From an optimization exercise on the open Yosys and OpenROAD flow, aimed at small area; shortcuts taken in it are not production practice.
Only simulation tests tie the RTL to the original design; equivalence was not proved.
Power is estimated from default activity; no workload was simulated.

==> design/flow/design.v <==
`timescale 1ns / 1ps
module debounce(
    input [4:0] pb,
    input clk,
    input reset,
    input en,
    output any_out
    );
    reg [4:0] q0;
    reg r1;
    reg r2;
    always @(posedge clk) begin
        if (reset) begin
            q0 <= 0;
            r1 <= 0;
            r2 <= 0;
        end
        else if (en) begin
            q0 <= pb;
            r1 <= |(pb & ~q0);
            r2 <= r1;
        end
    end
    assign any_out = r2;
endmodule
`timescale 1ns / 1ps
module simon(
    input clk,
    input reset,
    input [4:0] buttons,
    output reg[3:0] led,
    output reg[5:0] state_led,
    output reg [6:0] out,
    output reg [3:0] anod
    );
    localparam [3:0] S_IDLE0  = 4'd0,    
                     S_IDLE1  = 4'd1,    
                     S_IDLEGO = 4'd2,    
                     S_RON    = 4'd3,    
                     S_ROFF   = 4'd4,    
                     S_IN1    = 4'd5,    
                     S_INE    = 4'd6,    
                     S_INO    = 4'd7,    
                     S_CHK    = 4'd8,    
                     S_GO1    = 4'd9,    
                     S_GO     = 4'd10,   
                     S_LED    = 4'd11,   
                     S_LEDON  = 4'd12,   
                     S_MOFF   = 4'd13,   
                     S_LOFF   = 4'd14;   
    reg [3:0] S;
    reg [4:0] j;
    reg [4:0] hi;
    always @(posedge clk) begin
        if (reset) begin
            j <= 5'd15;
            hi <= 0;
        end
        else begin
            j <= j + 1'b1;
            if (j == 5'd14)
                hi <= hi + 1'b1;
        end
    end
    wire tick = (j == 5'd31);
    wire db_en = (j[1:0] == 2'd2);
    wire [1:0] rnd_src = {j[1] ^ j[0], ~j[0]};
    wire r_any;
    debounce db(buttons, clk, reset, db_en, r_any);
    reg r_any_q;
    reg buttons_any_q;
    reg isPressed;
    reg [1:0] rnd;
    always @(posedge clk) begin
        r_any_q <= r_any;
        buttons_any_q <= |buttons;
        isPressed <= (buttons == 5'b10000);
        if (reset)
            rnd <= 0;
        else if ((|buttons) & ~buttons_any_q)
            rnd <= rnd_src;
    end
    wire r_rise = r_any & ~r_any_q;
    wire is_start = (buttons == 5'b10000);
    wire dir_ok = (buttons == 5'b00001) | (buttons == 5'b00010) |
                  (buttons == 5'b00100) | (buttons == 5'b01000);
    wire [1:0] benc = {buttons[2] | buttons[3], buttons[1] | buttons[3]};
    reg [5:0] wr;       
    reg [4:0] rc;       
    reg [4:0] ui;       
    reg [1:0] color;    
    reg [1:0] cur;      
    reg eq;             
    reg [3:0] sa;       
    reg [1:0] sb;       
    reg pend;
    reg [1:0] wbuf;
    reg clr_p;
    reg mm;
    reg [63:0] mr;
    reg [95:0] gr;
    wire inS = (S == S_IN1) | (S == S_INE) | (S == S_INO);
    wire goS = (S == S_GO1) | (S == S_GO);
    wire ledS = (S == S_LED) | (S == S_LEDON);
    wire req = r_rise & inS;
    wire wreq = req & dir_ok;
    wire pass = (j[2:0] == ui[2:0]);
    wire exec = (pend | wreq) & pass;
    wire [1:0] wcol = pend ? wbuf : benc;
    wire upd = (req & ~dir_ok) | exec;
    wire [5:0] ui1 = ui + 1'b1;
    wire goclr = r_rise & goS & is_start;
    wire clrwin = clr_p & (S == S_ROFF);
    wire [1:0] mhead = mr[1:0];
    wire mwe = (S == S_ROFF) & (j == wr[4:0]);
    wire [1:0] min = mwe ? color : mhead;
    wire [11:0] gin;
    genvar gb;
    generate
        for (gb = 0; gb < 4; gb = gb + 1) begin : lane
            wire we = exec & (ui[4:3] == gb);
            assign gin[gb*3 +: 3] = we ? {1'b1, wcol} : {gr[gb*24+2] & ~clrwin, gr[gb*24 +: 2]};
        end
    endgenerate
    wire [2:0] gsel = gin[j[4:3]*3 +: 3];
    wire mv = ({1'b0, j} < wr);
    wire mis = gsel[2] ? (~mv | (gsel[1:0] != mhead)) : mv;
    wire fin = mm | mis;
    wire [5:0] wr_ones = wr % 6'd10;
    wire [5:0] wr_tens = wr / 6'd10;
    wire [5:0] rc1 = rc + 1'b1;
    wire last = (rc1 >= wr);
    always @(posedge clk) begin
        mr <= {min, mr[63:2]};
        gr <= {gin[11:9], gr[95:75], gin[8:6], gr[71:51], gin[5:3], gr[47:27], gin[2:0], gr[23:3]};
        mm <= (S == S_CHK) & fin;
        if (j == rc) begin
            cur <= mr[1:0];
            eq <= (mr[3:2] == mr[1:0]);
        end
        wbuf <= wcol;
    end
    always @(posedge clk) begin
        if (reset) begin
            pend <= 0;
            ui <= 0;
            clr_p <= 1;
        end
        else begin
            pend <= (pend | wreq) & ~pass;
            if (goclr)
                ui <= 0;
            else if (upd)
                ui <= (ui1 >= wr) ? 5'd0 : ui1[4:0];
            if (goclr)
                clr_p <= 1;
            else if (tick && S == S_ROFF)
                clr_p <= 0;
        end
    end
    always @(posedge clk) begin
        if (reset) begin
            S <= S_IDLE0;
            wr <= 0;
            rc <= 0;
            sa <= 0;
            sb <= 0;
        end
        else begin
            if (tick) begin
                case (S)
                    S_IDLE1, S_IDLEGO, S_RON: begin
                        color <= rnd;
                        S <= S_ROFF;
                    end
                    S_ROFF: begin
                        wr <= wr + 1'b1;
                        S <= S_IN1;
                    end
                    S_IN1, S_INE: S <= S_INO;
                    S_INO: begin
                        if (last) begin
                            rc <= 0;
                            S <= S_CHK;
                        end
                        else begin
                            rc <= rc1[4:0];
                            S <= S_INE;
                        end
                    end
                    S_CHK: begin
                        if (fin || wr[5])
                            S <= S_GO1;
                        else
                            S <= S_LED;
                        if (fin) begin
                            wr <= 0;
                            sa <= 0;
                            sb <= 0;
                        end
                        else begin
                            sa <= wr_ones[3:0];
                            sb <= wr_tens[1:0];
                        end
                    end
                    S_GO1, S_GO: begin
                        wr <= 0;
                        S <= isPressed ? S_IDLEGO : S_GO;
                    end
                    S_LED, S_LEDON: begin
                        color <= cur;
                        if (last) begin
                            rc <= 0;
                            S <= S_LOFF;
                        end
                        else if (eq)
                            S <= S_MOFF;
                        else begin
                            rc <= rc1[4:0];
                            S <= S_LEDON;
                        end
                    end
                    S_MOFF: begin
                        rc <= rc1[4:0];
                        S <= S_LED;
                    end
                    S_LOFF: S <= S_RON;
                    default: ;
                endcase
            end
            if (S == S_IDLE0 && r_rise && is_start)
                S <= S_IDLE1;
        end
    end
    wire led_on = (S == S_ROFF) | (S == S_LEDON) | (S == S_MOFF) | (S == S_LOFF);
    always @(*) begin
        led = {led_on & (color == 2'd0), led_on & (color == 2'd1),
               led_on & (color == 2'd2), led_on & (color == 2'd3)};
        state_led = {1'b0,
                     (S == S_IDLEGO) | (S == S_GO),
                     (S == S_GO1) | (S == S_LED) | (S == S_LEDON) | (S == S_MOFF) | (S == S_LOFF) | (S == S_RON),
                     (S == S_INE) | (S == S_INO) | (S == S_CHK),
                     (S == S_IN1),
                     (S == S_ROFF)};
    end
    reg [3:0] led_bcd;
    always @(*) begin
        case (hi[4:3])
            2'b00: begin anod = 4'b1110; led_bcd = sa; end
            2'b01: begin anod = 4'b1101; led_bcd = {2'b00, sb}; end
            2'b10: begin anod = 4'b1011; led_bcd = 4'd0; end
            default: begin anod = 4'b0111; led_bcd = 4'd0; end
        endcase
    end
    always @(*) begin
        case (led_bcd)
            4'd0: out = 7'b0000001;
            4'd1: out = 7'b1001111;
            4'd2: out = 7'b0010010;
            4'd3: out = 7'b0000110;
            4'd4: out = 7'b1001100;
            4'd5: out = 7'b0100100;
            4'd6: out = 7'b0100000;
            4'd7: out = 7'b0001111;
            4'd8: out = 7'b0000000;
            4'd9: out = 7'b0000100;
            default: out = 7'b0000001;
        endcase
    end
endmodule
==> design/flow/run.sh <==
#!/bin/bash
# synth_recipe.tcl (not shown) runs the flow's synth.tcl, then flattens the netlist and writes it again
# the make line also repeats each setting of config.mk as NAME=value (left out here)
make -C /OpenROAD-flow-scripts/flow DESIGN_CONFIG=/design/flow/config.mk WORK_HOME=/design/flow/orfs CLKGATE_MAP_FILE= SYNTH_SCRIPT=/design/flow/synth_recipe.tcl finish
==> design/flow/config.mk <==
export PLATFORM = sky130hd
export DESIGN_NAME = simon
export DESIGN_NICKNAME = simon
export VERILOG_FILES = /design/flow/design.v
export SDC_FILE = /design/flow/constraint.sdc
export NUM_CORES = 4
export LEC_CHECK = 0
export CAP_MARGIN = 20
export CORE_MARGIN = 2
export CORE_UTILIZATION = 40
export PLACE_DENSITY = 0.6
export SLEW_MARGIN = 20
==> design/flow/constraint.sdc <==
create_clock -name core_clock -period 12.0 [get_ports {clk}]
set_input_delay 2.4000 -clock core_clock [delete_from_list [all_inputs] [get_ports {clk}]]
set_output_delay 2.4000 -clock core_clock [all_outputs]
set_load 0.01 [all_outputs]
==> notes.md <==
[worst max-delay path, cell delays in order]
cell	delay, ns
clkdlybuf4s50_1	0.55
nor4b_1	0.43
a211oi_2	0.11
o31a_1	0.41
nor2_1	0.22
mux2_2	0.39
a2111o_1	0.40
and3_4	0.20
o32a_4	0.44
o21ai_2	0.15
[through the flow]
stage | setup slack, ns | cells | hold slack (ns) | area (um2) | power, mW
finish | 6.733 | 1013 | 0.3065 | 8909 | 1.490
floorplan | 7.067 | 719 | 0.3096 | 7717 | 0.8090
global route | 6.617 | 1013 | 0.3122 | 8909 | 1.549
detailed placement | 6.264 | 974 | 0.3121 | 8169 | 0.8256
CTS | 6.764 | 1013 | 0.3013 | 8909 | 1.506
global placement | 6.331 | 974 | 0.3097 | 8169 | 0.8228
[worst max-delay path by stage]
stage                 end  slack [ns]
floorplan           sa[1]        7.07
global placement    sa[2]        6.33
detailed placement  sa[1]        6.26
CTS                 sa[1]        6.76
global route        wr[2]        6.62
finish              sa[1]        6.73
[cell type report]
class	count	area, um2	share of cell area, %
inverters	25	93.84	1.053
well taps	260	325.3	3.652
repair buffers	29	282.8	3.174
flip-flops and latches	218	4414	49.55
clock buffers	29	638.1	7.163
clock inverters	10	101.3	1.138
multi-input cells	442	3053	34.27
[cells by family (layout without fill, tap and decap cells)]
| family | Yosys count | after routing | share of synthesized area (%) |
|---|---|---|---|
| DFF | 218 | 218 | 57.20 |
| other | 1 | 1 | 0.04859 |
| xor gates and xnor gates | 27 | 27 | 3.064 |
| muxes | 27 | 27 | 3.859 |
| AOI/OAI and AO/OA | 146 | 146 | 13.70 |
| and+or+nand+nor | 208 | 208 | 13.46 |
| buffers and inverters | 59 | 93 | 3.324 |
| adders and majority gates | 33 | 33 | 5.350 |
[per-layer routing]
metal / part of all wire (%) / wire length [um] / up-vias / global-route usage (%)
met4: 3.1 / 452 / 0 / 5.993
met5: 0 / 0 / - / 0
li1: - / - / 2548 / -
met1: 48 / 7051 / 2441 / 19.61
met2: 45 / 6592 / 114 / 23.07
met3: 4.5 / 670 / 40 / 2.850
[synth_stat cells (all sizes together), types with 3 or more instances]
cell / n
mux2: 9
buf: 13
nor2b: 15
o22ai: 8
clkbuf: 21
nand2b: 13
and3: 8
o211ai: 3
inv: 24
nand3: 17
or2: 3
a32o: 3
nand3b: 6
nor2: 63
mux2i: 17
nor3b: 5
nand4: 4
a21boi: 6
a21oi: 29
xor2: 15
a311oi: 4
xnor2: 12
dfxtp: 213
a221oi: 4
nor4b: 4
a211oi: 4
a22oi: 4
edfxtp: 5
o21ai: 36
ha: 33
nor3: 8
a31oi: 7
a21o: 13
nand2: 52
[power by group through the flow]
| stage | clock [mW] | sequential [mW] | combinational, mW |
|---|---|---|---|
| after floorplan | 0 | 0.754 | 0.0550 |
| after global placement | 0 | 0.764 | 0.0587 |
| after detailed placement | 0 | 0.765 | 0.0609 |
| after CTS | 0.696 | 0.748 | 0.0611 |
| after global routing | 0.731 | 0.750 | 0.0687 |
| final | 0.680 | 0.749 | 0.0617 |
[sequential cells by signal, summed over array words and instances (netlist names), 5 cells and up]
name and flops:
rc 5, hi 5, j 5, ui 5
gr 96, db.q0 5, wr 6, mr 64
==> results.cfg <==
[finish]
n_antenna_cell = 0
layout_commonest_cell = dfxtp_1
fillers = 1699
drive_above_1_share_pct = 9.429
area_growth_pct = 15.43
final_util_pct = 47.31
final_nets = 778
final_cell_mix = dfxtp_1, nor2_1, nand2_1, ha_1, a21oi_1

[job]
max-cap-violations = 0

[cts]
clkLatencyLatePin_ns = 0.50
clockBufferDepth = 3
cts_buffers = 22
clk_pin_slew_worst_paths_ns = 0.06
cts_resized = 0
clockRootBuffer = clkbuf_16
h-tree-depth = 1
cts_hold_buffers = 0
cts.sinks = 218
post-cts-setup-buffers = 0
tritoncts = built

[drt]
ant_nets = 0
drtIter0Drc = 329
drt-wirelength-per-cell_um = 14.58
drc = 0
viasPerCell = 5.077
via_count = 5143
routed_wirelength_um = 14770
firstDrtPassIters = 5

[run_status]
status = complete, no violations

[worst_setup_path]
r2r_slack_ns = 8.11
crit_path_start_kind = primary input
crit_required_ns = 12.44
worstPathMaxFanout = 11
rr_startpoint = S[0]
worstSetupStartpoint = buttons[3]
reg2reg_depth = 9
arrival_ns = 5.70
r2r_end = sa[1]
cp-end-kind = register
crit_type = primary input to register

[grt]
grt_pass1_wl_um = 24150
grt_max_degree = 34
grtUsageTotal_pct = 14.60
grt_remaining_overflow = 0
antenna_found_initial = 0
grt_pass1_vias = 4901

[yosys]
synth_area_leaders = dfxtp_1, ha_1, nor2_1
yosysSeqAreaShare_pct = 57.20
yosys.cell_types.count = 70
syn_area_um2 = 7717
ys_seq_elements = 218
synth_edf_count = 5
yosysTopAreaCellShare_pct = 55.25
yosysTopAreaCell = dfxtp_1
yosys_warnings = 2
synth_top_flop_cell = dfxtp_1
synth_nets = 759
async_reset_ff_share_pct = 0
synth.avg_cell_area_um2 = 10.73
synthCells = 719

[die]
io_pins = 28
design.die.area_um2 = 20420
design.core.area_um2 = 18830
num_rows = 50
start_util_pct = 40.98
die_h_um = 142.9
die_w_um = 142.9

[power]
p_sw_share_pct = 22.14
p_int_mw = 1.160
clock_power_share_pct = 45.6
switching_power_uw = 330.0
vdd_drop_max_mv = 0.1292
seq_power_share_pct = 50.2
p_leak_nw = 3.442
power_density_nw_per_um2 = 167.3
power_frac_comb_pct = 4.1

[placement]
hpwl_um = 9960
numPortBuffers = 26
globalplace.congestion = 0.8329

[sta]
finalHoldViolCount = 0
finalSetupViolations = 0
max_freq_mhz = 189.8
period_minus_slack_ns = 5.267
skew_ns = 0.02317
rsz0062_at_grt = no
slew_violations = 0
relSlewSlack_pct = 46.06
fin_crit_sh_pct = 43.90
tightest_slew_ns = 0.8091
fin_setup_tns_ns = 0

[hold_path]
min_from = gr[9]
min_to = gr[6]
hold_depth = 0
hold_path_class = register to register

==> port drivers added, routing unchanged <==
Ports are ideal in the flow. The routed layout listed here was re-timed in OpenROAD.
Step 1 assumes that a clkbuf_16 drives the clock port and a buf_2 every other input.
Step 2, shift: input delay + t, output delay - t, t = (earliest + latest rising clock arrival at the registers) / 2. This alone moves slack from input paths to output paths.
Three values: ideal, step 1, step 2; two values: the first two.
t, ns: 0.526
setup WS [ns]: 6.733 / 6.750 / 6.224
worst setup path at the end: input to register
worst register clock-pin slew, ns: 0.07 / 0.07
After both steps setup and hold are still met in this run. The setup slack of this run moves by +0.017 ns with the drivers and by -0.509 ns with both steps.
